Source: an optimization exercise on an open RTL-to-GDS flow (aim: small area and a short achievable clock period). Production flows keep margins and buffers that such runs may drop.
Where RTL was checked, it was by simulation tests only, not by an equivalence proof against the original.
The RTL of runs 1 to 4 was laid out without a check of its function.
Power is estimated from default activity; no workload was simulated.

### constraint.sdc
create_clock -name core_clock -period 5.0 [get_ports {clk}]
set_input_delay 1.0000 -clock core_clock [delete_from_list [all_inputs] [get_ports {clk}]]
set_output_delay 1.0000 -clock core_clock [all_outputs]
set_load 0.01 [all_outputs]
### config.mk
export PLATFORM = sky130hd
export DESIGN_NAME = video_gen
export DESIGN_NICKNAME = video_gen
export VERILOG_FILES = /design/flow/design.v
export SDC_FILE = /design/flow/constraint.sdc
export NUM_CORES = 4
export LEC_CHECK = 0
export CAP_MARGIN = 20
export CORE_AREA = 2.3 2.72 207.7 207.12
export DIE_AREA = 0 0 210 210
export SLEW_MARGIN = 20
### design.v
module sync_vg (
 input wire clk,
 input wire reset,
 input wire interlaced,
 input wire [11:0] v_total_0,
 input wire [11:0] v_fp_0,
 input wire [11:0] v_bp_0,
 input wire [11:0] v_sync_0,
 input wire [11:0] v_total_1,
 input wire [11:0] v_fp_1,
 input wire [11:0] v_bp_1,
 input wire [11:0] v_sync_1,
 input wire [11:0] h_total,
 input wire [11:0] h_fp,
 input wire [11:0] h_bp,
 input wire [11:0] h_sync,
 input wire [11:0] hv_offset_0,
 input wire [11:0] hv_offset_1,
 output reg vs_out,
 output reg hs_out,
 output reg de_out,
 output reg [12:0] v_count_out,
 output reg [11:0] h_count_out,
 output reg [11:0] x_out,
 output reg [12:0] y_out,
 output reg field_out
);
function sum_eq;
 input [11:0] a, b, c;
 reg [12:0] s, cy;
 begin
  s  = {1'b0, a} ^ {1'b0, b} ^ {1'b1, ~c};
  cy = ({1'b0, a} & {1'b0, b}) | ({1'b0, a} & {1'b1, ~c}) | ({1'b0, b} & {1'b1, ~c});
  sum_eq = &(s ^ {cy[11:0], 1'b0});
 end
endfunction
reg [11:0] h;
reg [11:0] v;
reg field;
reg lo_r, hi_r, vlo_r, vhi_r, le_d;
reg il;
reg [11:0] hk_r, vk0_r, vk1_r;
wire [11:0] vt  = field ? v_total_1 : v_total_0;
wire [11:0] vfp = (il & ~field) ? v_fp_1 : v_fp_0;
wire [11:0] vsy = field ? v_sync_1 : v_sync_0;
wire [11:0] hvo = field ? hv_offset_1 : hv_offset_0;
wire [11:0] vk = field ? vk1_r : vk0_r;              
wire h0 = ~|h;
wire [12:0] hp1 = {1'b0, h} + 13'd1;
wire line_end = (hp1 == {1'b0, h_total});
wire lo = h0 ? ~|hk_r : (lo_r | (&x_out));           
wire [11:0] x_next = (h0 ? ~hk_r : x_out) + 12'd1;
wire hi = h0 | (hi_r & ~sum_eq(h, h_fp, h_total));    
wire v0 = ~|v;
wire [12:0] vp1 = {1'b0, v} + 13'd1;
wire frame_end = (vp1 == {1'b0, vt});
wire [12:0] y_base = v0 ? (il ? {~vk, field} : {1'b0, ~vk}) : y_out;
wire [12:0] y_cy;
assign y_cy[0] = ~il;
assign y_cy[1] = il | y_base[0];
genvar gi;
generate for (gi = 2; gi <= 12; gi = gi + 1) begin : ycarry
 assign y_cy[gi] = y_cy[gi-1] & y_base[gi-1];
end endgenerate
wire [12:0] y_next = y_base ^ {y_cy[12] & il, y_cy[11:0]};
wire y_ones = (&y_out[11:1]) & (il ? y_out[12] : y_out[0]);
wire vlo = v0 ? ~|vk : (vlo_r | (le_d & y_ones));    
wire vhi = v0 | (vhi_r & ~(le_d & sum_eq(v, vfp, vt)));   
wire v_en = v0 | le_d;
wire at_hvo = (h == hvo);
always @(posedge clk) begin
 il <= interlaced;
 hk_r <= h_sync + h_bp;
 vk0_r <= v_sync_0 + v_bp_0;
 vk1_r <= v_sync_1 + v_bp_1;
 lo_r <= lo;
 hi_r <= hi;
 vlo_r <= vlo;
 vhi_r <= vhi;
 if (reset) begin
  h <= 12'd0;
  v <= 12'd0;
  field <= 1'b0;
  le_d <= 1'b0;
  vs_out <= 1'b0;
  hs_out <= 1'b0;
  de_out <= 1'b0;
  field_out <= 1'b0;
 end else begin
  h <= line_end ? 12'd0 : hp1[11:0];
  if (line_end)
   v <= frame_end ? 12'd0 : vp1[11:0];
  if (il & line_end & frame_end)
   field <= ~field;
  le_d <= line_end;
  hs_out <= (h < h_sync);
  de_out <= lo & hi & vlo & vhi;
  if (v0 & at_hvo)
   vs_out <= 1'b1;
  else if ((v == vsy) & at_hvo)
   vs_out <= 1'b0;
  h_count_out <= h;
  x_out <= x_next;
  if (v_en) begin
   v_count_out <= v0 ? (field ? {1'b0, v_total_0} : 13'd0) : v_count_out + 13'd1;
   y_out <= y_next;
  end
  field_out <= field;
 end
end
endmodule
module pattern_vg (
 input wire reset,
 input wire clk_in,
 input wire [11:0] x,
 input wire [11:0] y,
 input wire vn_in, hn_in, dn_in,
 input wire [7:0] r_in, g_in, b_in,
 output reg vn_out, hn_out, den_out,
 output reg [7:0] r_out, g_out, b_out,
 input wire [11:0] total_active_pix,
 input wire [11:0] total_active_lines,
 input wire [7:0] pattern,
 input wire [19:0] ramp_step
);
reg [11:0] ramp_lo;
reg [7:0] ramp_hi;
reg ramp_c;
wire [12:0] lo_sum = {1'b0, ramp_lo} + {1'b0, ramp_step[11:0]};
wire [7:0] hi_sum = ramp_hi + ramp_step[19:12] + {7'd0, ramp_c};
wire [7:0] ramp_q = ramp_hi + {7'd0, ramp_c};        
wire [12:0] xl_a = {1'b0, total_active_pix};
wire [12:0] xl_b = {1'b1, ~x};
wire x_last = ((xl_a ^ xl_b) == {(xl_a[11:0] | xl_b[11:0]), 1'b0});
wire [12:0] yl_a = {1'b0, total_active_lines};
wire [12:0] yl_b = {1'b1, ~y};
wire y_last = ((yl_a ^ yl_b) == {(yl_a[11:0] | yl_b[11:0]), 1'b0});
wire x_first = (x == 12'd0);
wire border = dn_in & ((y == 12'd0) | x_first | x_last | y_last);
wire sel_in = (pattern == 8'd0) | ((pattern == 8'd1) & ~border);
wire sel_ff = ((pattern == 8'd1) & border) | ((pattern == 8'd2) & dn_in & x[0]) |
              ((pattern == 8'd3) & dn_in & y[0]);
wire sel_ramp = (pattern == 8'd4);
wire upd = (pattern[7:3] == 5'd0) & (~pattern[2] | (pattern[1:0] == 2'd0));
always @(posedge clk_in) begin
 vn_out <= vn_in;
 hn_out <= hn_in;
 den_out <= dn_in;
 if (reset) begin
  ramp_lo <= 12'd0;
  ramp_hi <= 8'd0;
  ramp_c <= 1'b0;
 end else if (sel_ramp & dn_in) begin
  if (x_last) begin
   ramp_lo <= 12'd0;
   ramp_hi <= 8'd0;
   ramp_c <= 1'b0;
  end else if (x_first) begin
   ramp_lo <= ramp_step[11:0];
   ramp_hi <= ramp_step[19:12];
   ramp_c <= 1'b0;
  end else begin
   ramp_lo <= lo_sum[11:0];
   ramp_hi <= hi_sum;
   ramp_c <= lo_sum[12];
  end
 end
 if (~reset & upd) begin
  r_out <= sel_in ? r_in : sel_ramp ? ramp_q : {8{sel_ff}};
  g_out <= sel_in ? g_in : sel_ramp ? ramp_q : {8{sel_ff}};
  b_out <= sel_in ? b_in : sel_ramp ? ramp_q : {8{sel_ff}};
 end
end
endmodule
module video_gen (
  input  wire        clk,
  input  wire        reset,
  input  wire        interlaced,
  input  wire [11:0] v_total_0,
  input  wire [11:0] v_fp_0,
  input  wire [11:0] v_bp_0,
  input  wire [11:0] v_sync_0,
  input  wire [11:0] v_total_1,
  input  wire [11:0] v_fp_1,
  input  wire [11:0] v_bp_1,
  input  wire [11:0] v_sync_1,
  input  wire [11:0] h_total,
  input  wire [11:0] h_fp,
  input  wire [11:0] h_bp,
  input  wire [11:0] h_sync,
  input  wire [11:0] hv_offset_0,
  input  wire [11:0] hv_offset_1,
  input  wire [11:0] total_active_pix,
  input  wire [11:0] total_active_lines,
  input  wire [7:0]  pattern,
  input  wire [19:0] ramp_step,
  input  wire [7:0]  r_in,
  input  wire [7:0]  g_in,
  input  wire [7:0]  b_in,
  output wire [12:0] v_count_out,
  output wire [11:0] h_count_out,
  output wire [11:0] x_out,
  output wire [12:0] y_out,
  output wire        field_out,
  output wire        vs_out,
  output wire        hs_out,
  output wire        de_out,
  output wire [7:0]  r_out,
  output wire [7:0]  g_out,
  output wire [7:0]  b_out
);
wire vs_t, hs_t, de_t;
sync_vg i_sync_vg (
  .clk(clk),
  .reset(reset),
  .interlaced(interlaced),
  .v_total_0(v_total_0),
  .v_fp_0(v_fp_0),
  .v_bp_0(v_bp_0),
  .v_sync_0(v_sync_0),
  .v_total_1(v_total_1),
  .v_fp_1(v_fp_1),
  .v_bp_1(v_bp_1),
  .v_sync_1(v_sync_1),
  .h_total(h_total),
  .h_fp(h_fp),
  .h_bp(h_bp),
  .h_sync(h_sync),
  .hv_offset_0(hv_offset_0),
  .hv_offset_1(hv_offset_1),
  .vs_out(vs_t),
  .hs_out(hs_t),
  .de_out(de_t),
  .v_count_out(v_count_out),
  .h_count_out(h_count_out),
  .x_out(x_out),
  .y_out(y_out),
  .field_out(field_out)
);
pattern_vg i_pattern_vg (
  .reset(reset),
  .clk_in(clk),
  .x(x_out),
  .y(y_out[11:0]),
  .vn_in(vs_t),
  .hn_in(hs_t),
  .dn_in(de_t),
  .r_in(r_in),
  .g_in(g_in),
  .b_in(b_in),
  .vn_out(vs_out),
  .hn_out(hs_out),
  .den_out(de_out),
  .r_out(r_out),
  .g_out(g_out),
  .b_out(b_out),
  .total_active_pix(total_active_pix),
  .total_active_lines(total_active_lines),
  .pattern(pattern),
  .ramp_step(ramp_step)
);
endmodule
### standard.sh
#!/bin/bash
# synth_recipe.tcl (not shown) runs the flow's synth.tcl, then flattens the netlist and writes it again
# the make line also repeats each setting of config.mk as NAME=value (left out here)
make -C /OpenROAD-flow-scripts/flow DESIGN_CONFIG=/design/flow/config.mk WORK_HOME=/design/flow/orfs CLKGATE_MAP_FILE= SYNTH_SCRIPT=/design/flow/synth_recipe.tcl "${@:-finish}"
### flow/run.sh
#!/bin/bash
set -euo pipefail
export BUFFER_PORTS_ARGS="-buffer_cell sky130_fd_sc_hd__buf_1"
bash standard.sh > standard_flow.log 2>&1
==> results_dict.tcl, run 1 <==
set metrics [dict create \
    dpl_worst_slack_ps 540 \
    fin_cells 2263 \
    globalRouteOverflowTotal 0 \
    finalHoldViolations 0 \
    synth_edf_count 74 \
    place_congestion 0.893 \
    setup_violations 0 \
    coreArea_um2 41900 \
    chipHeight_um 210 \
    syn-num-nets 1795 \
    critPathKind "register to register" \
    die-area_um2 44100 \
    wl_per_cell_um 17.7 \
    pwr-share-comb_pct 28.0 \
    seq_area_um2 4130 \
    cp_slowest_stage_delay_ps 380 \
    cpMostUsedCell "ha_1" \
    drt_pass1_iterations 5 \
    ys_seq_elements 169 \
    finalWorstSetupSlack_ps 546 \
    end_kind "register" \
    clkTransAtPathRegs_ps 80 \
    grtUsageMet2_pct 30.3 \
    use_met1_pct 23.6 \
    ctsHoldBuffers 0 \
    netlist_instances 1410 \
    grtUsageMet3_pct 3.31 \
    seq_power_share_pct 41.7 \
    grt_max_degree 47 \
    fin_setup_tns_ps 0 \
    hold_class "register to register" \
    cp_cell_sequence "inv_1, ha_1, nor4b_1, nand3_2, buf_4, nand2_1, o21ai_0, ha_1, ha_1, ha_1, ha_1, ha_1, ha_1, ha_1, ha_1, ha_1, ha_1, ha_1, xor2_1, a21oi_1, a21oi_1" \
    netlist-cell-type-count 81 \
    antenna-diode-count 0 \
    cts_sinks 169 \
    p_total_mw 4.36 \
    multi_input_area_um2 8330 \
    dpl.cell_count 2231 \
    clk-insertion-delay-late_ps 460 \
    dieWidth_um 210 \
    status "finished clean" \
    drv_cap 0 \
    clkPwrFrac_pct 30.3 \
    areaGrowthSynthToFinish_pct 17.6 \
    p_switching_mw 1.51 \
    cts_buffers 17 \
    top_regs "i_sync_vg.v_count_out (13), i_sync_vg.y_out (13)" \
    fin_hold_ws_ps 329 \
    synth_area_um2 13100 \
    vdd_ir_drop_max_mv 0.232 \
    ys_warn_count 2 \
    intPower_mw 2.84 \
    dp_hpwl_um 32000 \
    p_per_area_nw_per_um2 283 \
    cts_tree "yes" \
    cts_root_buffer "clkbuf_16" \
    routed_via_density 5.08 \
    synth-seq-area-share_pct 31.5 \
    drive_above_1_share_pct 4.99 \
    slowest_stage "dfxtp_1" \
    rows 75 \
    cp.required_ps 5210 \
    ys_async_sr_fraction_pct 0 \
    setup.worst_path.start_class "register" \
    fmax_ghz 0.225 \
    clockBufferDepth 2 \
    final_cell_mix "buf_1 (323), nor2_1 (115), ha_1 (108)" \
    antenna_found_initial 0 \
    drc 0 \
    cts_resized 0 \
    p_leak_nw 5.87 \
    fin_skew_ps 13.1 \
    detail-route-antenna-nets 0 \
    layout_commonest_cell "buf_1" \
    grt_pass1_vias 11300 \
    critical_path_arrival_ps 4660 \
    htree_levels 4 \
    num-fill-cells 4298 \
    synth.avg_cell_area_um2 9.29 \
    track_usage_pct 18.2 \
    ys.flop_type "dfxtp_1" \
    p_sw_share_pct 34.7 \
    io_buffers 324 \
    io_pins 325 \
    top_usage_layer "met2" \
    maxSlewViolCount 0 \
    slew_headroom_pct 42.9 \
    cts_setup_buffers 0 \
    wl_um 39900 \
    worst_slew_pin_slew_ps 855 \
    period_share_pct 89.1 \
    layout_min_cycle_time_ps 4450 \
    initialDrtViolationCount 881 \
    vias 11500 \
    grt_setup_unrepaired "no" \
    cp_max_fo 27 \
    start_util_pct 31.3 \
    grt_pass1_wl_um 62100 \
    final_nets 2096 \
]
[layout make-up]
type	instances	share of cell area (%)
clock inverter	14	0.894
clock buffer	18	2.79
multi-input combinational	1083	54.1
sequential	169	26.8
tap	539	4.38
timing repair buffer	337	8.54
inverter	103	2.51
[through the flow]
step                      utilization, %  instance area (µm²)
after floorplan                        -                13100
after global placement              35.4                14800
after detailed placement            35.4                14800
after CTS                           36.8                15400
after global routing                36.8                15400
final                               36.8                15400
[cells in the mapped netlist (5+ instances only)]
cell / number / share of area [%]
nor2_1: 116 / 3.3
ha_1: 108 / 10
xnor2_1: 103 / 6.9
inv_1: 101 / 2.9
dfxtp_1: 95 / 15
o21ai_0: 88 / 3.4
nand2_1: 81 / 2.3
edfxtp_1: 74 / 17
a21oi_1: 71 / 2.7
mux2i_1: 71 / 5.4
xor2_1: 66 / 4.4
nor3_1: 38 / 1.5
nand3_1: 33 / 1.3
clkbuf_1: 30 / 0.86
fa_1: 30 / 4.6
nand4_1: 30 / 1.4
and3_1: 21 / 1.0
nor4_1: 21 / 1.0
a21o_1: 17 / 0.97
nor2b_1: 17 / 0.81
buf_2: 12 / 0.46
or4_1: 10 / 0.57
mux2_2: 9 / 0.77
a22oi_1: 8 / 0.46
and4_1: 8 / 0.53
nand2b_1: 8 / 0.38
or3_1: 8 / 0.38
a32oi_1: 7 / 0.47
o41ai_1: 7 / 0.47
and2_1: 6 / 0.29
buf_6: 5 / 0.43
nor3b_1: 5 / 0.29
o211ai_1: 5 / 0.29
o21a_1: 5 / 0.29
o31ai_1: 5 / 0.29
[kinds of logic after synthesis]
logic type | after synthesis | synth area share (%)
multiplexers | 82 | 6.42
flip-flops | 169 | 31.5
XOR/XNOR | 173 | 12.0
adder cells (fa/ha/maj) | 138 | 14.9
AND/OR/NAND/NOR | 428 | 17.3
buffers and inverters | 158 | 5.04
AO/OA/AOI/OAI | 262 | 12.9
[path summary, 6_finish.rpt]
check | from | endpoint | slack (ps) | depth (start not counted)
worst max register to register | i_sync_vg.v[0] | i_sync_vg.y_out[12] | 550 | 21
worst min-delay path | i_sync_vg.hs_out | i_pattern_vg.hn_out | 330 | 0
worst max-delay path | i_sync_vg.v[0] | i_sync_vg.y_out[12] | 550 | 21
worst min register to register | i_sync_vg.hs_out | i_pattern_vg.hn_out | 330 | 0
[power groups by stage]
stage / clock network, mW / registers (mW) / logic [mW]
floorplan: 0 / 1.81 / 0.796
global placement: 0 / 1.84 / 1.19
detailed placement: 0 / 1.85 / 1.21
CTS: 1.35 / 1.82 / 1.22
global route: 1.40 / 1.84 / 1.37
finish: 1.32 / 1.82 / 1.22
[critical path, delay by kind of cell (launching register included)]
kind / cells / cell delay, ps
xor gates and xnor gates: 1 / 160
AOI/OAI and AO/OA: 3 / 300
and+or+nand+nor: 3 / 570
adders and majority gates: 12 / 2370
buffers and inverters: 2 / 400
DFF: 1 / 380
[per-layer routing]
metal  part of all wire [%]  vias up
li1                       -     5652
met1                     44     5391
met2                     47      385
met3                    6.1       60
met4                    2.5        0
met5                      0        -
==> inputs of run 2 (changes only) <==
--- a/design.v
+++ b/design.v
@@ -25,6 +25,25 @@
  output reg [12:0] y_out,
  output reg field_out
 );
+function [12:0] inc12;
+ input [11:0] x;
+ integer i;
+ begin
+  inc12[0] = ~x[0];
+  for (i = 1; i < 12; i = i + 1)
+   inc12[i] = x[i] ^ (&(x | ~((12'd1 << i) - 12'd1)));
+  inc12[12] = &x;
+ end
+endfunction
+function [12:0] inc13;
+ input [12:0] x;
+ integer i;
+ begin
+  inc13[0] = ~x[0];
+  for (i = 1; i < 13; i = i + 1)
+   inc13[i] = x[i] ^ (&(x | ~((13'd1 << i) - 13'd1)));
+ end
+endfunction
 function sum_eq;
  input [11:0] a, b, c;
  reg [12:0] s, cy;
@@ -46,13 +65,14 @@
 wire [11:0] hvo = field ? hv_offset_1 : hv_offset_0;
 wire [11:0] vk = field ? vk1_r : vk0_r;              
 wire h0 = ~|h;
-wire [12:0] hp1 = {1'b0, h} + 13'd1;
+wire [12:0] hp1 = inc12(h);
 wire line_end = (hp1 == {1'b0, h_total});
 wire lo = h0 ? ~|hk_r : (lo_r | (&x_out));           
-wire [11:0] x_next = (h0 ? ~hk_r : x_out) + 12'd1;
+wire [12:0] x_nx = inc12(h0 ? ~hk_r : x_out);
+wire [11:0] x_next = x_nx[11:0];
 wire hi = h0 | (hi_r & ~sum_eq(h, h_fp, h_total));    
 wire v0 = ~|v;
-wire [12:0] vp1 = {1'b0, v} + 13'd1;
+wire [12:0] vp1 = inc12(v);
 wire frame_end = (vp1 == {1'b0, vt});
 wire [12:0] y_base = v0 ? (il ? {~vk, field} : {1'b0, ~vk}) : y_out;
 wire [12:0] y_cy;
@@ -60,7 +80,7 @@
 assign y_cy[1] = il | y_base[0];
 genvar gi;
 generate for (gi = 2; gi <= 12; gi = gi + 1) begin : ycarry
- assign y_cy[gi] = y_cy[gi-1] & y_base[gi-1];
+ assign y_cy[gi] = y_cy[1] & (&y_base[gi-1:1]);
 end endgenerate
 wire [12:0] y_next = y_base ^ {y_cy[12] & il, y_cy[11:0]};
 wire y_ones = (&y_out[11:1]) & (il ? y_out[12] : y_out[0]);
@@ -102,7 +122,7 @@
   h_count_out <= h;
   x_out <= x_next;
   if (v_en) begin
-   v_count_out <= v0 ? (field ? {1'b0, v_total_0} : 13'd0) : v_count_out + 13'd1;
+   v_count_out <= v0 ? (field ? {1'b0, v_total_0} : 13'd0) : inc13(v_count_out);
    y_out <= y_next;
   end
   field_out <= field;
@@ -128,7 +148,12 @@
 reg ramp_c;
 wire [12:0] lo_sum = {1'b0, ramp_lo} + {1'b0, ramp_step[11:0]};
 wire [7:0] hi_sum = ramp_hi + ramp_step[19:12] + {7'd0, ramp_c};
-wire [7:0] ramp_q = ramp_hi + {7'd0, ramp_c};        
+reg [7:0] ramp_q;                                    
+integer qi;
+always @* begin
+ for (qi = 0; qi < 8; qi = qi + 1)
+  ramp_q[qi] = ramp_hi[qi] ^ (ramp_c & (&(ramp_hi | ~((8'd1 << qi) - 8'd1))));
+end
 wire [12:0] xl_a = {1'b0, total_active_pix};
 wire [12:0] xl_b = {1'b1, ~x};
 wire x_last = ((xl_a ^ xl_b) == {(xl_a[11:0] | xl_b[11:0]), 1'b0});
==> run 2 against run 1 <==
Via count fell by 0.91%. Largest power group unchanged. Register-to-register slack improved by 350 ps. Total power rose by 0.23%. Worst setup slack improved by 350 ps. Non-clock buffer count rose by 2. Final area fell by 0.63%. Clock skew rose by 4.5 ps. Fmax rose by 8.6%. Critical endpoint is now i_sync_vg.de_out. Sequential cell count did not move. Global-route usage fell by 0.38 points.
==> results_dict.tcl, run 2 <==
set metrics [dict create \
    status "finished clean" \
    rr_worst_depth 11 \
    hold_class "register to register" \
    cts_sinks 169 \
    track_usage_pct 17.8 \
    htree_levels 4 \
    end_kind "register" \
    slew_headroom_pct 32.2 \
    p_leak_nw 5.88 \
    setup.worst_path.start_class "register" \
    synth_edf_count 74 \
    start_util_pct 30.8 \
    cts_buffers 17 \
    cts_root_buffer "clkbuf_16" \
    routed_via_density 5.10 \
    antenna_found_initial 1 \
    worst_slew_pin_slew_ps 1020 \
    whs_path_depth 0 \
    reg2reg_setup_slack_ps 900 \
    period_share_pct 82.0 \
    synth.avg_cell_area_um2 9.40 \
    final_nets 2068 \
    drc 0 \
    ctsHoldBuffers 0 \
    cts_resized 0 \
    detail-route-antenna-nets 0 \
    cp.required_ps 5360 \
    die-area_um2 44100 \
    vdd_ir_drop_max_mv 0.221 \
    antenna-diode-count 0 \
    drt_pass1_iterations 5 \
    initialDrtViolationCount 698 \
    p_per_area_nw_per_um2 285 \
    crit_cells 11 \
    grtUsageMet2_pct 29.9 \
    slowest_stage "dfxtp_1" \
    dieWidth_um 210 \
    wl_um 39600 \
    netlist_instances 1372 \
    io_buffers 324 \
    vias 11400 \
    drive_above_1_share_pct 5.72 \
    layout_min_cycle_time_ps 4100 \
    final_cell_mix "buf_1 (323), ha_1 (109), xnor2_1 (102)" \
    ys_async_sr_fraction_pct 0 \
    ys_warn_count 2 \
    top_regs "i_sync_vg.v_count_out (13), i_sync_vg.y_out (13)" \
    synth_common_cells "ha_1 (109), xnor2_1 (102), nor2_1 (99)" \
    setup_violations 0 \
    syn-num-nets 1758 \
    synth_area_um2 12900 \
    yosys.area.top_type "edfxtp_1" \
    netlist-cell-type-count 76 \
    use_met1_pct 23.4 \
    coreArea_um2 41900 \
    critical_path_arrival_ps 4460 \
    grt_max_degree 48 \
    fin_util_pct 36.6 \
    synth-seq-area-share_pct 32.0 \
    wl_per_cell_um 17.7 \
    synth_top_area_share_pct 17.2 \
    clockBufferDepth 2 \
    grt_pass1_wl_um 60700 \
    cp_max_fo 15 \
    drv_cap 0 \
    fin_skew_ps 17.6 \
    crit_buf_inv 2 \
    ys.flop_type "dfxtp_1" \
    critPathKind "register to register" \
    cp_cell_sequence "inv_1, nor2_1, buf_4, mux2_2, fa_1, xor2_1, nor4_1, nand4_1, o21ai_0, nand2_1, and4b_1" \
    layout_commonest_cell "buf_1" \
    grt_pass1_vias 11000 \
    io_pins 325 \
    clk-insertion-delay-late_ps 470 \
    cp_slowest_stage_delay_ps 810 \
    dp_hpwl_um 32000 \
    yosysMostFrequentCell "ha_1" \
    critical-path-top-delay-family "simple AND/OR/NAND/NOR gates" \
    globalRouteOverflowTotal 0 \
    rows 75 \
    fin_setup_tns_ps 0 \
    synth_area_leaders "edfxtp_1 (17%), dfxtp_1 (15%), ha_1 (11%), xnor2_1 (6.9%), fa_1 (4.7%)" \
    grt_setup_unrepaired "no" \
    cts_tree "yes" \
    top_usage_layer "met2" \
    chipHeight_um 210 \
    ys_seq_elements 169 \
    clkTransAtPathRegs_ps 80 \
    maxSlewViolCount 0 \
    finalHoldViolations 0 \
    place_congestion 0.893 \
    fmax_ghz 0.244 \
    fin_hold_ws_ps 327 \
    areaGrowthSynthToFinish_pct 18.7 \
    grtUsageMet3_pct 2.82 \
    cts_setup_buffers 0 \
]
==> run 2: cell count changes after synthesis, moves of 6 or more <==
cell | previous run | this run
mux2i_1 | 71 | 50
and2_1 | 6 | 12
mux2_2 | 9 | 17
or3_1 | 8 | 14
nor4_1 | 21 | 30
o311ai_0 | 2 | 10
nand3_1 | 33 | 40
mux4_2 | 0 | 8
buf_2 | 12 | 4
nand2_1 | 81 | 96
a21oi_1 | 71 | 42
nor2_1 | 116 | 99
==> run 2: through the flow <==
stage	worst slack [ps]	instances	instance area, µm²	total power, mW
after floorplan	1230	1372	12900	2.57
after global placement	1060	2200	14700	2.97
after detailed placement	962	2202	14700	2.99
after CTS	943	2234	15300	4.40
after global routing	685	2234	15300	4.61
final	898	2234	15300	4.37
==> run 2: cells by family (layout without fill, tap and decap cells) <==
logic type                 after synthesis  count (layout)  synth area share [%]
muxes                                   77              77                  7.15
AOI/OAI and AO/OA                      238             238                  11.8
DFF                                    169             169                  32.0
and+or+nand+nor                        432             432                  17.2
buffers and inverters                  147             470                  4.56
adders and majority gates              139             139                  15.2
xor gates and xnor gates               170             170                  12.0
==> run 2: routing by layer <==
| layer | part of all wire (%) | vias up |
|---|---|---|
| li1 | - | 5557 |
| met1 | 45 | 5447 |
| met2 | 48 | 339 |
| met3 | 5.3 | 38 |
| met4 | 1.7 | 2 |
| met5 | 0.043 | - |
==> run 2: where the power goes <==
| group | switching (mW) | internal, mW |
|---|---|---|
| Clock | 0.615 | 0.782 |
| Combinational | 0.677 | 0.508 |
| Sequential | 0.168 | 1.62 |
| Total | 1.46 | 2.91 |
==> run 2: final timing paths <==
kind | from | to
setup / recovery | i_sync_vg.il | i_sync_vg.de_out
hold / removal | i_sync_vg.hs_out | i_pattern_vg.hn_out
setup reg to reg | i_sync_vg.il | i_sync_vg.de_out
hold reg to reg | i_sync_vg.hs_out | i_pattern_vg.hn_out
==> run 2: layout make-up <==
cell class / instances / area, µm²
fillers: 4368 / 26500
inverters: 99 / 372
multi-input cells: 1056 / 8190
clock buffers: 23 / 510
flip-flops and latches: 169 / 4130
clock inverters: 9 / 98.8
repair buffers: 339 / 1340
well taps: 539 / 674
==> inputs of run 3 (changes only) <==
--- a/config.mk
+++ b/config.mk
@@ -8,4 +8,5 @@
 export CAP_MARGIN = 20
 export CORE_AREA = 2.3 2.72 207.7 207.12
 export DIE_AREA = 0 0 210 210
+export SETUP_SLACK_MARGIN = 2.5
 export SLEW_MARGIN = 20
==> run 3 against run 2 <==
Still clean. Clock skew fell by 3.1 ps. First-iteration DRC count is 1.0% lower. Final area up 13%. Area after synthesis is the same. Global-route usage up 1.0 points. Via count grew 5.0%.
==> results_dict.tcl, run 3 <==
set metrics [dict create \
    status "finished clean" \
    grt_max_degree 39 \
    ctsHoldBuffers 0 \
    fmax_ghz 0.348 \
    dpl_worst_slack_ps 1370 \
    route.met3.wl_um 2600 \
    initialDrtViolationCount 691 \
    wl_um 42600 \
    worstHoldEndpoint "i_pattern_vg.hn_out" \
    antenna_found_initial 1 \
    synth_edf_count 74 \
    hold_start "i_sync_vg.hs_out" \
    setup_violations 0 \
    cts_sinks 169 \
    met2WireLength_um 20600 \
    areaGrowthSynthToFinish_pct 34.2 \
    layout_commonest_cell "buf_1" \
    synth.avg_cell_area_um2 9.40 \
    p_per_area_nw_per_um2 263 \
    worst_slew_pin_slew_ps 804 \
    antenna-diode-count 0 \
    r2r-end "i_sync_vg.y_out[7]" \
    chipHeight_um 210 \
    finish.instance_area_um2 17300 \
    fin_setup_tns_ps 0 \
    maxSlewViolCount 0 \
    synth_top_area_share_pct 17.2 \
    layout_min_cycle_time_ps 2870 \
    vdd_ir_drop_max_mv 0.191 \
    ys_seq_elements 169 \
    globalRouteOverflowTotal 0 \
    m1WireLength_um 18300 \
    start_util_pct 30.8 \
    dieWidth_um 210 \
    critical_path_arrival_ps 3080 \
    clk-insertion-delay-late_ps 470 \
    clkTransAtPathRegs_ps 80 \
    place_congestion 0.920 \
    ys.flop_type "dfxtp_1" \
    finalHoldViolations 0 \
    yosys.area.top_type "edfxtp_1" \
    synth_common_cells "ha_1 (109), xnor2_1 (102), nor2_1 (99)" \
    clockBufferDepth 2 \
    synth-compound-area-share_pct 11.8 \
    hold_class "register to register" \
    synthXorXnorAreaFrac_pct 12.0 \
    cts_tree "yes" \
    slew_headroom_pct 46.4 \
    synth-seq-area-share_pct 32.0 \
    htree_levels 4 \
    cts_buffers 17 \
    finalWorstSetupSlack_ps 2130 \
    ys_async_sr_fraction_pct 0 \
    synth_area_um2 12900 \
    drt_pass1_iterations 5 \
    rr_worst_depth 12 \
    whs_path_depth 0 \
    synth_mux_area_share_pct 7.15 \
    ys_warn_count 2 \
    critPathKind "register to register" \
    drive_above_1_share_pct 21.5 \
    p_total_mw 4.55 \
    vias 12000 \
    io_pins 325 \
    synthSimpleGateAreaFrac_pct 17.2 \
    synth_top_family_by_area "simple AND/OR/NAND/NOR gates" \
    end_kind "register" \
    track_usage_pct 18.8 \
    synth_adder_area_share_pct 15.2 \
    wl_per_cell_um 18.4 \
    period_share_pct 57.4 \
    dr.max_layer_used "met4" \
    cp.required_ps 5210 \
    detail-route-antenna-nets 0 \
    cts_root_buffer "clkbuf_16" \
    netlist-cell-type-count 76 \
    p_leak_nw 6.54 \
    grt_pass1_vias 11700 \
    fin_util_pct 41.3 \
    grt_setup_unrepaired "yes" \
    final_nets 2153 \
    netlist_instances 1372 \
    placed_area_um2 15200 \
    yosysMostFrequentCell "ha_1" \
    io_buffers 324 \
    final_cell_mix "buf_1 (316), xnor2_1 (101), nor2_1 (89), nand2_1 (89), ha_1 (83)" \
    drv_cap 0 \
    setup.worst_path.start_class "register" \
    fin_skew_ps 14.5 \
    r2r_start "i_sync_vg.v[1]" \
    dp_hpwl_um 32100 \
    routed_via_density 5.16 \
    die-area_um2 44100 \
    grt_pass1_wl_um 64200 \
    syn-num-nets 1758 \
    synth_area_leaders "edfxtp_1 (17%), dfxtp_1 (15%), ha_1 (11%), xnor2_1 (6.9%), fa_1 (4.7%)" \
    cp_max_fo 7 \
    top_regs "i_sync_vg.v_count_out (13), i_sync_vg.y_out (13)" \
    reg2reg_setup_slack_ps 2130 \
    rows 75 \
    drc 0 \
    coreArea_um2 41900 \
]
run 3: changes by cell type in the layout (fill, tap and decap cells not counted), moves of 20 or more:
cell     before  now
ha_1        109   83
buf_4        13   70
ha_4          0   24
o21ai_1       2   35
o21ai_0      84   44
inv_1        97   77
run 3: worst max-delay path by stage:
stage / from / end / slack, ps / depth (start not counted)
6_report: i_sync_vg.v[1] / i_sync_vg.y_out[7] / 2130 / 12
5_1_grt: i_sync_vg.v[1] / i_sync_vg.y_out[7] / 2020 / 11
4_1_cts: i_sync_vg.v[1] / i_sync_vg.y_out[7] / 2080 / 12
3_5_place_dp: i_sync_vg.il / i_sync_vg.de_out / 1370 / 10
3_3_place_gp: i_sync_vg.il / i_sync_vg.de_out / 1560 / 10
2_1_floorplan: i_sync_vg.v[0] / i_sync_vg.y_out[7] / 2000 / 13
run 3: cell type report:
class	count	area, µm²
Timing Repair Buffer	418	2050
Clock inverter	12	86.3
Fill cell	4147	24500
Tap cell	539	674
Sequential cell	169	4160
Clock buffer	20	458
Multi-Input combinational cell	1062	9460
Inverter	99	413
run 3: power by group:
part / internal, mW / switching, mW
Clock: 0.672 / 0.609
Combinational: 0.659 / 0.815
Sequential: 1.61 / 0.176
run 3: layer usage:
layer	vias to the layer above	global-route usage, %
met3	61	3.92
met2	423	31.6
met5	-	0
met4	0	6.82
met1	5739	23.9
li1	5734	-
run 3: logic make-up (layout without fill, tap and decap cells):
family	after synthesis	count (layout)
buffers and inverters	147	549
multiplexers	77	77
AO/OA/AOI/OAI	238	239
AND/OR/NAND/NOR	432	437
XOR/XNOR	170	170
adder cells (fa/ha/maj)	139	139
flip-flops	169	169
run 3: stage by stage:
stage / cells / hold slack, ps
after floorplan: 1372 / 310
after global routing: 2319 / 357
after CTS: 2285 / 340
after global placement: 2196 / 317
after detailed placement: 2196 / 326
final: 2319 / 341
run 3: what timing repair did:
item                                    in CTS  in global routing
setup buffers                               52                 33
gates cloned                                 5                  1
pin swaps                                   29                 41
gates resized for setup                     90                 96
endpoints found under the setup margin      99                116
run 3: worst max-delay path, stage by stage (launching register included):
cell      delay (ps)
dfxtp_2          340
inv_2             80
ha_4             130
or4b_4           460
or3_4            420
a311oi_4         260
a21oi_4           60
ha_4             180
nor3b_4          170
buf_6            150
nand3b_1         100
xnor2_1          170
mux2i_1           90
==> inputs of run 4 (changes only) <==
--- a/config.mk
+++ b/config.mk
@@ -8,5 +8,5 @@
 export CAP_MARGIN = 20
 export CORE_AREA = 2.3 2.72 207.7 207.12
 export DIE_AREA = 0 0 210 210
-export SETUP_SLACK_MARGIN = 2.5
+export SETUP_SLACK_MARGIN = 2.0
 export SLEW_MARGIN = 20
==> run 4 against run 3 <==
Still clean on timing, DRC and antenna. Clock power is 5% higher. Cell count is 2.4% lower. Combinational power decreased by 15%. Sequential cell count unchanged. Worst setup slack got worse by 91 ps. Total power fell by 3.7%. Routed wire length shrank 5.2%. Fmax shrank 3.1%. Highest routed layer is now met5.
==> results_dict.tcl, run 4 <==
set metrics [dict create \
    drive_above_1_share_pct 10.0 \
    cp_cell_sequence "inv_1, nor2_4, buf_12, mux2i_1, fa_1, xnor2_1, nor4_1, nand4_1, o21ai_0, nand2_1, and4b_1" \
    dpl.cell_count 2197 \
    fin_cells 2264 \
    crit_buf_inv 2 \
    cp_max_fo 15 \
    r2r_start "i_sync_vg.il" \
    synth-seq-area-share_pct 32.0 \
    placed_area_um2 14700 \
    rows 75 \
    grtUsageMet3_pct 3.59 \
    track_usage_pct 18.1 \
    chipHeight_um 210 \
    cts_buffers 17 \
    pwr-share-comb_pct 28.6 \
    areaGrowthSynthToFinish_pct 22.5 \
    coreArea_um2 41900 \
    globalRouteOverflowTotal 0 \
    setup.worst_path.start_class "register" \
    drc 0 \
    critPathCapture "i_sync_vg.de_out" \
    critPathKind "register to register" \
    multi_input_area_um2 8450 \
    final_cell_mix "buf_1 (323), ha_1 (106), xnor2_1 (102)" \
    clk-insertion-delay-late_ps 460 \
    initialDrtViolationCount 707 \
    critical_path_arrival_ps 3320 \
    wl_um 40400 \
    antenna_found_initial 4 \
    io_pins 325 \
    p_sw_share_pct 35.3 \
    period_share_pct 59.2 \
    fin_setup_tns_ps 0 \
    intPower_mw 2.83 \
    grtUsageMet2_pct 30.3 \
    dpl_worst_slack_ps 1200 \
    ys.flop_type "dfxtp_1" \
    setup_violations 0 \
    clkTransAtPathRegs_ps 80 \
    reg2reg_setup_slack_ps 2040 \
    fin_skew_ps 13.3 \
    io_buffers 324 \
    slew_headroom_pct 35.6 \
    netlist-cell-type-count 76 \
    fmax_ghz 0.338 \
    grt_pass1_wl_um 62000 \
    syn-num-nets 1758 \
    finalHoldViolations 0 \
    p_leak_nw 6.07 \
    p_per_area_nw_per_um2 277 \
    netlist_instances 1372 \
    detail-route-antenna-nets 0 \
    antenna-diode-count 0 \
    end_kind "register" \
    p_total_mw 4.38 \
    yosys.area.top_type "edfxtp_1" \
    wl_per_cell_um 17.8 \
    grt_setup_unrepaired "yes" \
    worst_slew_pin_slew_ps 967 \
    cp.required_ps 5360 \
    top_regs "i_sync_vg.v_count_out (13), i_sync_vg.y_out (13)" \
    maxSlewViolCount 0 \
    ctsHoldBuffers 0 \
    top_usage_layer "met2" \
    rr_worst_depth 11 \
    seq_power_share_pct 40.7 \
    die-area_um2 44100 \
    final_nets 2098 \
    seq_area_um2 4150 \
    critical-path-top-delay-family "simple AND/OR/NAND/NOR gates" \
    r2r-end "i_sync_vg.de_out" \
    synth_area_um2 12900 \
    cp_slowest_stage_delay_ps 490 \
    routed_via_density 5.13 \
    ys_async_sr_fraction_pct 0 \
    ys_seq_elements 169 \
    finish.instance_area_um2 15800 \
    dp_hpwl_um 31700 \
    finalWorstSetupSlack_ps 2040 \
    vias 11600 \
    worstSetupStartpoint "i_sync_vg.il" \
    synth_top_area_share_pct 17.2 \
    grt_pass1_vias 11400 \
    status "finished clean" \
    drt_pass1_iterations 5 \
    hold_class "register to register" \
    synth_area_leaders "edfxtp_1 (17%), dfxtp_1 (15%), ha_1 (11%), xnor2_1 (6.9%), fa_1 (4.7%)" \
    cts_root_buffer "clkbuf_16" \
    fin_hold_ws_ps 331 \
    synth.avg_cell_area_um2 9.40 \
    use_met1_pct 23.2 \
    slowest_stage "dfxtp_4" \
    num-fill-cells 4254 \
    synth_edf_count 74 \
    ys_warn_count 2 \
    grt_max_degree 39 \
    cts_tree "yes" \
    htree_levels 4 \
    drv_cap 0 \
    place_congestion 0.912 \
    dieWidth_um 210 \
    vdd_ir_drop_max_mv 0.186 \
    clkPwrFrac_pct 30.7 \
    yosysMostFrequentCell "ha_1" \
    p_switching_mw 1.55 \
    clockBufferDepth 2 \
    cts_sinks 169 \
    layout_min_cycle_time_ps 2960 \
    fin_util_pct 37.7 \
    crit_cells 11 \
    layout_commonest_cell "buf_1" \
    synth_common_cells "ha_1 (109), xnor2_1 (102), nor2_1 (99)" \
    start_util_pct 30.8 \
]
-- run 4: cell counts after synthesis --
Identical to the previous run, type by type.
-- run 4: area by class of cell --
type                    count  share of cell area [%]
clock buffers              18                    2.74
clock inverters            14                   0.935
inverters                  99                    2.37
multi-input cells        1059                    53.5
flip-flops and latches    169                    26.3
well taps                 539                    4.27
repair buffers            366                    9.94
-- run 4: kinds of logic after synthesis --
family                     Yosys count  share of synthesized area, %
adders and majority gates          139                          15.2
muxes                               77                          7.15
buffers and inverters              147                          4.56
AOI/OAI and AO/OA                  238                          11.8
DFF                                169                          32.0
and+or+nand+nor                    432                          17.2
xor gates and xnor gates           170                          12.0
-- run 4: worst min path at each step --
stage,from,endpoint,slack [ps],cells past startpoint
CTS,i_sync_vg.hs_out,i_pattern_vg.hn_out,330,0
finish,i_sync_vg.hs_out,i_pattern_vg.hn_out,330,0
global route,i_sync_vg.hs_out,i_pattern_vg.hn_out,340,0
detailed placement,i_sync_vg.hs_out,i_pattern_vg.hn_out,320,0
global placement,i_sync_vg.hs_out,i_pattern_vg.hn_out,310,0
floorplan,i_sync_vg.hs_out,i_pattern_vg.hn_out,310,0
-- run 4: routing by layer --
| layer | wire (µm) | up-vias |
|---|---|---|
| li1 | - | 5626 |
| met1 | 17800 | 5533 |
| met2 | 19200 | 391 |
| met3 | 2440 | 57 |
| met4 | 877 | 8 |
| met5 | 57 | - |
-- run 4: what timing repair did --
action                     in CTS  in global routing
resized for setup              37                 31
gates cloned                    1                  2
pin swaps                       8                  7
setup endpoints to repair      73                 52
setup buffers                  22                 10
-- run 4: power by group through the flow --
stage	Combinational [mW]	Clock, mW	Sequential, mW
3_3_place_gp	1.16	0	1.81
5_1_grt	1.38	1.42	1.80
2_1_floorplan	0.806	0	1.77
3_5_place_dp	1.18	0	1.81
4_1_cts	1.22	1.38	1.78
6_report	1.25	1.34	1.78
-- run 4: worst reg2reg max path: cells and delay by family, from the launching register on --
kind	cells	cell delay (ps)
AND/OR/NAND/NOR	5	940
flip-flops	1	490
adder cells (fa/ha/maj)	1	470
buffers and inverters	2	350
multiplexers	1	300
AO/OA/AOI/OAI	1	170
XOR/XNOR	1	140
==> inputs of run 5 (changes only) <==
--- a/design.v
+++ b/design.v
@@ -44,6 +44,15 @@
    inc13[i] = x[i] ^ (&(x | ~((13'd1 << i) - 13'd1)));
  end
 endfunction
+function inc_eq;
+ input [11:0] x, y;
+ reg [12:0] a, b;
+ begin
+  a = {1'b0, y};
+  b = {1'b1, ~x};
+  inc_eq = ((a ^ b) == {(a[11:0] | b[11:0]), 1'b0});
+ end
+endfunction
 function sum_eq;
  input [11:0] a, b, c;
  reg [12:0] s, cy;
@@ -57,23 +66,23 @@
 reg [11:0] v;
 reg field;
 reg lo_r, hi_r, vlo_r, vhi_r, le_d;
+reg h0, v0;       
+reg fp1;          
 reg il;
 reg [11:0] hk_r, vk0_r, vk1_r;
 wire [11:0] vt  = field ? v_total_1 : v_total_0;
-wire [11:0] vfp = (il & ~field) ? v_fp_1 : v_fp_0;
+wire [11:0] vfp = fp1 ? v_fp_1 : v_fp_0;
 wire [11:0] vsy = field ? v_sync_1 : v_sync_0;
 wire [11:0] hvo = field ? hv_offset_1 : hv_offset_0;
 wire [11:0] vk = field ? vk1_r : vk0_r;              
-wire h0 = ~|h;
 wire [12:0] hp1 = inc12(h);
-wire line_end = (hp1 == {1'b0, h_total});
+wire line_end = inc_eq(h, h_total);
 wire lo = h0 ? ~|hk_r : (lo_r | (&x_out));           
 wire [12:0] x_nx = inc12(h0 ? ~hk_r : x_out);
 wire [11:0] x_next = x_nx[11:0];
 wire hi = h0 | (hi_r & ~sum_eq(h, h_fp, h_total));    
-wire v0 = ~|v;
 wire [12:0] vp1 = inc12(v);
-wire frame_end = (vp1 == {1'b0, vt});
+wire frame_end = inc_eq(v, vt);
 wire [12:0] y_base = v0 ? (il ? {~vk, field} : {1'b0, ~vk}) : y_out;
 wire [12:0] y_cy;
 assign y_cy[0] = ~il;
@@ -100,6 +109,9 @@
  if (reset) begin
   h <= 12'd0;
   v <= 12'd0;
+  h0 <= 1'b1;
+  v0 <= 1'b1;
+  fp1 <= interlaced;
   field <= 1'b0;
   le_d <= 1'b0;
   vs_out <= 1'b0;
@@ -108,10 +120,15 @@
   field_out <= 1'b0;
  end else begin
   h <= line_end ? 12'd0 : hp1[11:0];
-  if (line_end)
+  h0 <= line_end | hp1[12];
+  if (line_end) begin
    v <= frame_end ? 12'd0 : vp1[11:0];
-  if (il & line_end & frame_end)
+   v0 <= frame_end | vp1[12];
+  end
+  if (il & line_end & frame_end) begin
    field <= ~field;
+   fp1 <= field;
+  end
   le_d <= line_end;
   hs_out <= (h < h_sync);
   de_out <= lo & hi & vlo & vhi;
--- a/config.mk
+++ b/config.mk
@@ -8,5 +8,5 @@
 export CAP_MARGIN = 20
 export CORE_AREA = 2.3 2.72 207.7 207.12
 export DIE_AREA = 0 0 210 210
-export SETUP_SLACK_MARGIN = 2.0
+export SETUP_SLACK_MARGIN = 2.5
 export SLEW_MARGIN = 20
==> run 5 against run 4 <==
Still clean. Clock-buffer cell count fell by 1. Routed wire length fell by 2.5%. Total power fell by 10%. Largest cell class unchanged. Cell count fell by 1.6%. Critical path depth rose by 1. Area after synthesis fell by 3.5%.
==> results_dict.tcl, run 5 <==
set metrics [dict create \
    status "finished clean" \
    grt_max_degree 27 \
    chipHeight_um 210 \
    synth-seq-area-share_pct 33.7 \
    detail-route-antenna-nets 0 \
    final_cell_mix "buf_1 (315), ha_1 (105), dfxtp_1 (93)" \
    cp_max_fo 5 \
    synth.avg_cell_area_um2 9.62 \
    ys_async_sr_fraction_pct 0 \
    yosysMostFrequentCell "ha_1" \
    worst_slew_pin_slew_ps 909 \
    cp_cell_sequence "buf_12, clkinv_8, a311oi_2, a21oi_1, ha_2, inv_2, o31ai_2, or4_4, nor3b_4, and4_1, a211o_1, o211ai_1" \
    dp_hpwl_um 30500 \
    die-area_um2 44100 \
    setup.worst_path.start_class "register" \
    p_per_area_nw_per_um2 240 \
    cts_root_buffer "clkbuf_16" \
    maxSlewViolCount 0 \
    ys_warn_count 2 \
    cts_tree "yes" \
    rows 75 \
    top_regs "i_sync_vg.v_count_out (13), i_sync_vg.y_out (13)" \
    layout_commonest_cell "buf_1" \
    fin_util_pct 39.1 \
    drt_pass1_iterations 5 \
    end_kind "register" \
    netlist_instances 1294 \
    vdd_ir_drop_max_mv 0.240 \
    coreArea_um2 41900 \
    start_util_pct 29.7 \
    netlist-cell-type-count 71 \
    slew_headroom_pct 39.4 \
    p_total_mw 3.92 \
    synth_common_cells "ha_1 (129), dfxtp_1 (97), nor2_1 (96)" \
    io_buffers 324 \
    p_switching_mw 1.27 \
    drv_cap 0 \
    intPower_mw 2.65 \
    initialDrtViolationCount 791 \
    track_usage_pct 17.6 \
    routed_via_density 4.96 \
    crit_buf_inv 3 \
    grt_pass1_wl_um 60300 \
    critical-path-top-delay-family "simple AND/OR/NAND/NOR gates" \
    place_congestion 0.877 \
    fin_skew_ps 11.1 \
    grt_setup_unrepaired "yes" \
    wl_per_cell_um 17.7 \
    areaGrowthSynthToFinish_pct 31.5 \
    critPathKind "register to register" \
    synth_area_leaders "edfxtp_1 (18%), dfxtp_1 (16%), ha_1 (13%), xnor2_1 (6.4%), xor2_1 (6.1%)" \
    clk-insertion-delay-late_ps 460 \
    drive_above_1_share_pct 15.5 \
    finalHoldViolations 0 \
    seq_power_share_pct 43.2 \
    ctsHoldBuffers 0 \
    grt_pass1_vias 11100 \
    fin_setup_tns_ps 0 \
    final_nets 2082 \
    p_sw_share_pct 32.3 \
    synth_top_area_share_pct 18.1 \
    dieWidth_um 210 \
    htree_levels 4 \
    p_leak_nw 6.49 \
    clockBufferDepth 2 \
    synth_area_um2 12400 \
    slowest_stage "or4_4" \
    globalRouteOverflowTotal 0 \
    setup_violations 0 \
    ys_seq_elements 172 \
    syn-num-nets 1700 \
    io_pins 325 \
    synth_edf_count 75 \
    period_share_pct 53.4 \
    pwr-share-comb_pct 22.8 \
    cts_sinks 172 \
    yosys.area.top_type "edfxtp_1" \
    cp.required_ps 5190 \
    clkPwrFrac_pct 34.0 \
    vias 11000 \
    hold_class "register to register" \
    ys.flop_type "dfxtp_1" \
    antenna-diode-count 0 \
    layout_min_cycle_time_ps 2670 \
    critical_path_arrival_ps 2860 \
    fmax_ghz 0.374 \
    clkTransAtPathRegs_ps 80 \
    cts_buffers 17 \
    cp_slowest_stage_delay_ps 530 \
    wl_um 39400 \
    drc 0 \
    antenna_found_initial 0 \
]
## run 5: worst register-to-register path: cells and delay by family (launching register included)
family,cells,cell delay [ps]
adder cells (fa/ha/maj),1,190
AO/OA/AOI/OAI,5,600
buffers and inverters,3,230
flip-flops,1,360
AND/OR/NAND/NOR,3,1040
## run 5: path summary, 6_finish.rpt
path	startpoint	cells after the start	slack [ps]	endpoint
hold / removal	i_sync_vg.hs_out	0	330	i_pattern_vg.hn_out
setup reg to reg	i_sync_vg.v0	12	2330	i_sync_vg.y_out[12]
setup / recovery	i_sync_vg.v0	12	2330	i_sync_vg.y_out[12]
hold reg to reg	i_sync_vg.hs_out	0	330	i_pattern_vg.hn_out
## run 5: final cells by class
type                            instances  area [µm²]
Multi-Input combinational cell        999        8590
Clock buffer                           17         425
Timing Repair Buffer                  393        1940
Sequential cell                       172        4210
Inverter                               93         380
Clock inverter                         15         153
Tap cell                              539         674
Fill cell                            4220       25500
## run 5: cell families after synthesis
logic type	count (synthesis)	share of synthesized area, %
multiplexers	71	5.95
buffers and inverters	125	3.97
adder cells (fa/ha/maj)	159	17.8
XOR/XNOR	178	12.5
AO/OA/AOI/OAI	229	11.5
flip-flops	172	33.7
AND/OR/NAND/NOR	360	14.5
## run 5: repair_timing
action,4_1_cts,5_1_grt
pin swaps,15,31
cloned,4,1
gates resized for setup,54,40
endpoints found under the setup margin,100,74
setup buffers,30,31
## run 5: power by group through the flow
stage               clock, mW  sequential [mW]  combinational, mW
finish                   1.34             1.69              0.893
global route             1.42             1.71              0.995
CTS                      1.36             1.69              0.876
detailed placement          0             1.73              0.832
global placement            0             1.73              0.815
floorplan                   0             1.69              0.556
## run 5: per-stage QoR
step / worst slack (ps) / hold WS, ps / instances / area, µm²
floorplan: 2070 / 310 / 1294 / 13000
global placement: 1410 / 313 / 2130 / 14700
detailed placement: 1330 / 322 / 2130 / 14700
CTS: 2290 / 336 / 2196 / 15900
global route: 2240 / 337 / 2228 / 16400
finish: 2330 / 332 / 2228 / 16400
## run 5: per-layer routing
metal | track usage, % | vias up | wire (µm) | share of wire (%)
li1 | - | 5395 | - | -
met1 | 22.0 | 5224 | 17400 | 44
met2 | 30.9 | 367 | 19300 | 49
met3 | 2.58 | 54 | 1630 | 4.1
met4 | 6.58 | 0 | 1110 | 2.8
met5 | 0 | - | 0 | 0
==> inputs of run 6 (changes only) <==
--- a/config.mk
+++ b/config.mk
@@ -8,5 +8,5 @@
 export CAP_MARGIN = 20
 export CORE_AREA = 2.3 2.72 207.7 207.12
 export DIE_AREA = 0 0 210 210
-export SETUP_SLACK_MARGIN = 2.5
+export SETUP_SLACK_MARGIN = 2.0
 export SLEW_MARGIN = 20
==> run 6 against run 5 <==
Still clean. First-iteration DRC count decreased by 27%. Area after synthesis is the same. Total power decreased by 3.0%. Utilization shrank 3.2 points. Sequential power about the same. Worst hold slack worse by 14 ps. Via count shrank 3.3%. Critical path type is now input pin to register. Critical endpoint is now i_pattern_vg.ramp_lo[10].
==> results_dict.tcl, run 6 <==
set metrics [dict create \
    wl_per_cell_um 17.4 \
    fin_setup_tns_ps 0 \
    p_per_area_nw_per_um2 253 \
    maxSlewViolCount 0 \
    cts_root_buffer "clkbuf_16" \
    dp_hpwl_um 30200 \
    grt_setup_unrepaired "yes" \
    status "finished clean" \
    coreArea_um2 41900 \
    slew_headroom_pct 36.7 \
    finalWorstSetupSlack_ps 2080 \
    seq_area_um2 4210 \
    routed_via_density 4.90 \
    synth_common_cells "ha_1 (129), dfxtp_1 (97), nor2_1 (96)" \
    die-area_um2 44100 \
    end_kind "register" \
    setup.worst_path.start_class "input pin" \
    syn-num-nets 1700 \
    setup_violations 0 \
    crit_buf_inv 1 \
    io_buffers 324 \
    critPathKind "input pin to register" \
    vdd_ir_drop_max_mv 0.220 \
    cts_sinks 172 \
    cts_buffers 17 \
    yosys.area.top_type "edfxtp_1" \
    netlist_instances 1294 \
    clkTransAtPathRegs_ps 80 \
    yosysMostFrequentCell "ha_1" \
    cp_cell_sequence "buf_1, ha_1, fa_2, a211oi_2, o21ai_0, a2111oi_1, o41ai_1, xnor2_1, o21ai_0, a22o_1" \
    fmax_ghz 0.343 \
    clockBufferDepth 2 \
    p_leak_nw 6.03 \
    final_cell_mix "buf_1 (323), ha_1 (129), nor2_1 (94), dfxtp_1 (94), inv_1 (92)" \
    cts_tree "yes" \
    ys_seq_elements 172 \
    worst_slew_pin_slew_ps 950 \
    num-fill-cells 4273 \
    wl_um 37800 \
    io_pins 325 \
    htree_levels 4 \
    slowest_stage "a2111oi_1" \
    drt_pass1_iterations 5 \
    clk-insertion-delay-late_ps 450 \
    ys.flop_type "dfxtp_1" \
    fin_skew_ps 14.2 \
    layout_commonest_cell "buf_1" \
    synth_top_area_share_pct 18.1 \
    synth_area_um2 12400 \
    drive_above_1_share_pct 5.86 \
    drc 0 \
    cpMostUsedCell "o21ai_0" \
    critical_path_arrival_ps 3260 \
    vias 10700 \
    finalHoldViolations 0 \
    start_util_pct 29.7 \
    ys_warn_count 2 \
    detail-route-antenna-nets 0 \
    track_usage_pct 16.9 \
    synth.avg_cell_area_um2 9.62 \
    placed_area_um2 14300 \
    ctsHoldBuffers 0 \
    netlist-cell-type-count 71 \
    synth_area_leaders "edfxtp_1 (18%), dfxtp_1 (16%), ha_1 (13%), xnor2_1 (6.4%), xor2_1 (6.1%)" \
    cp.required_ps 5340 \
    cp_slowest_stage_delay_ps 480 \
    rows 75 \
    final_nets 2030 \
    drv_cap 0 \
    antenna_found_initial 2 \
    areaGrowthSynthToFinish_pct 20.7 \
    initialDrtViolationCount 579 \
    finish.instance_area_um2 15000 \
    grt_pass1_vias 10500 \
    cp_max_fo 3 \
    synth_edf_count 75 \
    period_share_pct 58.4 \
    ys_async_sr_fraction_pct 0 \
    top_regs "i_sync_vg.v_count_out (13), i_sync_vg.y_out (13)" \
    synth-seq-area-share_pct 33.7 \
    multi_input_area_um2 7820 \
    layout_min_cycle_time_ps 2920 \
    grt_pass1_wl_um 57500 \
    hold_class "register to register" \
    critical-path-top-delay-family "compound AO/OA/AOI/OAI gates" \
    grt_max_degree 34 \
    chipHeight_um 210 \
    globalRouteOverflowTotal 0 \
    place_congestion 0.859 \
    dieWidth_um 210 \
    dpl_worst_slack_ps 1440 \
]
run 6: repair_timing:
action                     in CTS  in global routing
gates cloned                    0                  1
setup endpoints to repair      31                 51
pin swaps                       0                  0
resized for setup               3                  8
buffers inserted                1                 10
run 6: kinds of logic after synthesis:
logic type                 share of synthesized area [%]
muxes                                               5.95
DFF                                                 33.7
xor gates and xnor gates                            12.5
AOI/OAI and AO/OA                                   11.5
adders and majority gates                           17.8
buffers and inverters                               3.97
and+or+nand+nor                                     14.5
run 6: final timing paths:
kind	start	end	slack [ps]	cells past startpoint
worst min-delay path	i_sync_vg.hs_out	i_pattern_vg.hn_out	320	0
worst min register to register	i_sync_vg.hs_out	i_pattern_vg.hn_out	320	0
worst max-delay path	ramp_step[0]	i_pattern_vg.ramp_lo[10]	2080	10
worst max register to register	i_sync_vg.il	i_sync_vg.y_out[12]	2180	11
run 6: cell type report:
| cell class | instances | share of cell area [%] |
|---|---|---|
| Tap cell | 539 | 4.49 |
| Inverter | 93 | 2.35 |
| Antenna cell | 1 | 0.0167 |
| Clock buffer | 19 | 3.02 |
| Sequential cell | 172 | 28.0 |
| Clock inverter | 13 | 0.758 |
| Timing Repair Buffer | 342 | 9.31 |
| Multi-Input combinational cell | 998 | 52.1 |
run 6: metrics by stage:
stage	std cells	utilization, %	power [mW]	hold WS, ps
floorplan	1294	-	2.21	310
global placement	2132	34.1	2.50	312
detailed placement	2132	34.1	2.51	314
CTS	2165	35.5	3.85	322
global route	2176	35.9	4.01	319
finish	2177	35.9	3.80	318
run 6: per-layer routing:
layer,GRT usage [%],part of all wire [%]
met5,0,0.034
met4,5.67,1.9
met3,2.99,4.7
met2,28.3,47
met1,22.0,46
run 6: power breakdown:
part	total, mW	internal (mW)	switching (mW)
Sequential	1.70	1.58	0.119
Clock	1.32	0.688	0.631
Combinational	0.787	0.357	0.430
Total	3.80	2.62	1.18
==> inputs of run 7 (changes only) <==
--- a/config.mk
+++ b/config.mk
@@ -6,7 +6,7 @@
 export NUM_CORES = 4
 export LEC_CHECK = 0
 export CAP_MARGIN = 20
-export CORE_AREA = 2.3 2.72 207.7 207.12
-export DIE_AREA = 0 0 210 210
-export SETUP_SLACK_MARGIN = 2.0
+export CORE_AREA = 2.3 2.72 157.78 157.76
+export DIE_AREA = 0 0 160 160
+export SETUP_SLACK_MARGIN = 2.5
 export SLEW_MARGIN = 20
==> run 7 against run 6 <==
Critical path depth up 2. Sequential power about the same. Critical endpoint is now i_sync_vg.y_out[12]. Die area fell by 42%. Combinational power is 13% higher. Sequential cell count is the same. Utilization grew 31 points. Synthesized cell count stayed put.
==> results_dict.tcl, run 7 <==
set metrics [dict create \
    cp_max_fo 4 \
    fin_skew_ps 13.9 \
    rows 57 \
    initialDrtViolationCount 580 \
    drive_above_1_share_pct 16.6 \
    status "finished clean" \
    dpl_worst_slack_ps 1420 \
    setup_violations 0 \
    slew_headroom_pct 45.3 \
    vdd_ir_drop_max_mv 0.162 \
    finalHoldViolations 0 \
    io_buffers 324 \
    cts_root_buffer "clkbuf_16" \
    netlist_instances 1294 \
    layout_commonest_cell "buf_1" \
    drv_cap 0 \
    p_leak_nw 6.45 \
    synth-seq-area-share_pct 33.7 \
    critPathKind "register to register" \
    chipHeight_um 160 \
    fin_hold_ws_ps 327 \
    netlist-cell-type-count 71 \
    worst_slew_pin_slew_ps 821 \
    fmax_ghz 0.384 \
    ys_seq_elements 172 \
    synth_area_um2 12400 \
    grt_pass1_vias 10300 \
    ys_warn_count 2 \
    antenna-diode-count 0 \
    dp_hpwl_um 27200 \
    final_cell_mix "buf_1 (308), ha_1 (102), dfxtp_1 (92)" \
    setup.worst_path.start_class "register" \
    dieWidth_um 160 \
    synth_edf_count 75 \
    htree_levels 4 \
    dpl.cell_count 1913 \
    die-area_um2 25600 \
    syn-num-nets 1700 \
    place_congestion 0.887 \
    cts_sinks 172 \
    r2r_start "i_sync_vg.il" \
    maxSlewViolCount 0 \
    rr_worst_depth 12 \
    layout_min_cycle_time_ps 2600 \
    cts_buffers 17 \
    start_util_pct 51.6 \
    worstHoldEndpoint "i_pattern_vg.hn_out" \
    wl_per_cell_um 17.8 \
    reg2reg_setup_slack_ps 2400 \
    drt_pass1_iterations 5 \
    areaGrowthSynthToFinish_pct 28.9 \
    cts_tree "yes" \
    num-fill-cells 2049 \
    p_per_area_nw_per_um2 240 \
    cp.required_ps 5170 \
    grt_pass1_wl_um 54700 \
    synth.avg_cell_area_um2 9.62 \
    vias 10800 \
    clk-insertion-delay-late_ps 430 \
    hold_start "i_sync_vg.hs_out" \
    period_share_pct 52.1 \
    fin_setup_tns_ps 0 \
    top_regs "i_sync_vg.v_count_out (13), i_sync_vg.y_out (13)" \
    ys.flop_type "dfxtp_1" \
    fin_cells 2000 \
    detail-route-antenna-nets 0 \
    final_nets 2069 \
    finalWorstSetupSlack_ps 2400 \
    wl_um 35600 \
    end_kind "register" \
    r2r-end "i_sync_vg.y_out[12]" \
    yosys.area.top_type "edfxtp_1" \
    drc 0 \
    whs_path_depth 0 \
    io_pins 325 \
    critical_path_arrival_ps 2780 \
    routed_via_density 5.39 \
    synth_top_area_share_pct 18.1 \
    track_usage_pct 27.2 \
    clkTransAtPathRegs_ps 70 \
    grt_setup_unrepaired "yes" \
    synth_common_cells "ha_1 (129), dfxtp_1 (97), nor2_1 (96)" \
    hold_class "register to register" \
    ys_async_sr_fraction_pct 0 \
    globalRouteOverflowTotal 0 \
    grt_max_degree 27 \
    antenna_found_initial 0 \
    clockBufferDepth 2 \
    yosysMostFrequentCell "ha_1" \
    ctsHoldBuffers 0 \
    coreArea_um2 24100 \
    synth_area_leaders "edfxtp_1 (18%), dfxtp_1 (16%), ha_1 (13%), xnor2_1 (6.4%), xor2_1 (6.1%)" \
]
[run 7: how the worst max path moves through the flow]
stage	start	end	slack [ps]	cells after the start
final	i_sync_vg.il	i_sync_vg.y_out[12]	2400	12
after global placement	total_active_pix[5]	i_pattern_vg.g_out[1]	1440	10
after CTS	h_total[6]	i_sync_vg.v[1]	2370	8
after floorplan	i_sync_vg.field	i_sync_vg.y_out[12]	2070	15
after detailed placement	total_active_pix[5]	i_pattern_vg.g_out[1]	1420	10
after global routing	i_sync_vg.field	i_sync_vg.y_out[12]	2300	8
[run 7: kinds of logic (layout without fill, tap and decap cells)]
family          Yosys count  after routing  synth area share [%]
compound gates          229            229                  11.5
xor+xnor                178            178                  12.5
fa+ha+maj               159            159                  17.8
buf+inv                 125            504                  3.97
flops                   172            172                  33.7
mux                      71             71                  5.95
simple gates            360            363                  14.5
[run 7: critical path: stages, from the launching register on]
cell and delay (ps):
dfxtp_4 370, nor2_4 110, nor2_4 40, a311oi_2 240, a21oi_1 80, ha_2 190, inv_2 60, o31ai_2 60
or4_4 520, nor3b_4 230, and4_4 260, a211o_1 120, o211ai_1 70
[run 7: per-stage QoR]
| step | instance area [µm²] | utilization, % | power [mW] |
|---|---|---|---|
| final | 16000 | 66.5 | 3.85 |
| after global routing | 16000 | 66.5 | 4.05 |
| after CTS | 15600 | 64.6 | 3.84 |
| after detailed placement | 14500 | 60.0 | 2.54 |
| after global placement | 14500 | 60.0 | 2.53 |
| after floorplan | 13000 | - | 2.25 |
[run 7: area by class of cell]
cell class,count,area [µm²],share of cell area (%)
inverters,93,380,2.37
clock buffers,17,425,2.65
well taps,324,405,2.53
repair inverters,1,7.51,0.0468
repair buffers,378,1820,11.4
clock inverters,15,134,0.835
multi-input cells,1000,8660,54.0
flip-flops and latches,172,4210,26.2
[run 7: layer usage]
layer / part of all wire [%] / wire length (µm) / GRT usage (%) / vias to the layer above
li1: - / - / - / 5364
met1: 44 / 15700 / 36.2 / 5032
met2: 48 / 17100 / 46.5 / 348
met3: 5.7 / 2010 / 4.36 / 41
met4: 2.0 / 727 / 7.08 / 0
met5: 0 / 0 / 0 / -
[run 7: what timing repair did]
action | CTS | global route
buffers inserted | 31 | 17
setup endpoints to repair | 127 | 66
gates cloned | 4 | 3
gates resized for setup | 46 | 76
pin swaps | 18 | 50
[run 7: power breakdown]
group | switching, mW | leakage, nW | internal (mW)
Sequential | 0.102 | 1.53 | 1.58
Clock | 0.580 | 0.275 | 0.692
Combinational | 0.478 | 4.65 | 0.415
Total | 1.16 | 6.45 | 2.69

## separate check: timing with driven ports
The flow's constraints put no driver on any port. The routed layouts listed below were extracted and timed again, unchanged, in two steps.
Step 1 assumes that a clkbuf_16 drives the clock port and a buf_2 every other input.
Step 2, shift: input delay + t, output delay - t, t = (earliest + latest rising clock arrival at the registers) / 2. This alone moves slack from input paths to output paths.
a / b / c = no drivers / after step 1 / after step 2; a / b = the first two.
| run | t (ns) | setup WS [ns] | clock arrival spread, ns |
|---|---|---|---|
| run 1 | 0.505 | 0.546 / 0.546 / 0.546 | 0.014 / 0.014 |
| run 2 | 0.510 | 0.898 / 0.898 / 0.898 | 0.019 / 0.019 |
| run 3 | 0.508 | 2.129 / 2.129 / 1.924 | 0.015 / 0.014 |
| run 4 | 0.508 | 2.039 / 2.039 / 1.632 | 0.017 / 0.016 |
| run 5 | 0.500 | 2.329 / 2.329 / 1.935 | 0.011 / 0.012 |
| run 6 | 0.493 | 2.081 / 2.101 / 1.608 | 0.014 / 0.014 |
| run 7 | 0.473 | 2.397 / 2.397 / 1.940 | 0.013 / 0.014 |
After both steps every run listed still meets setup and hold. For run 6, which loses most, drivers alone change the setup slack by +0.020 ns; drivers and shift together by -0.473 ns.
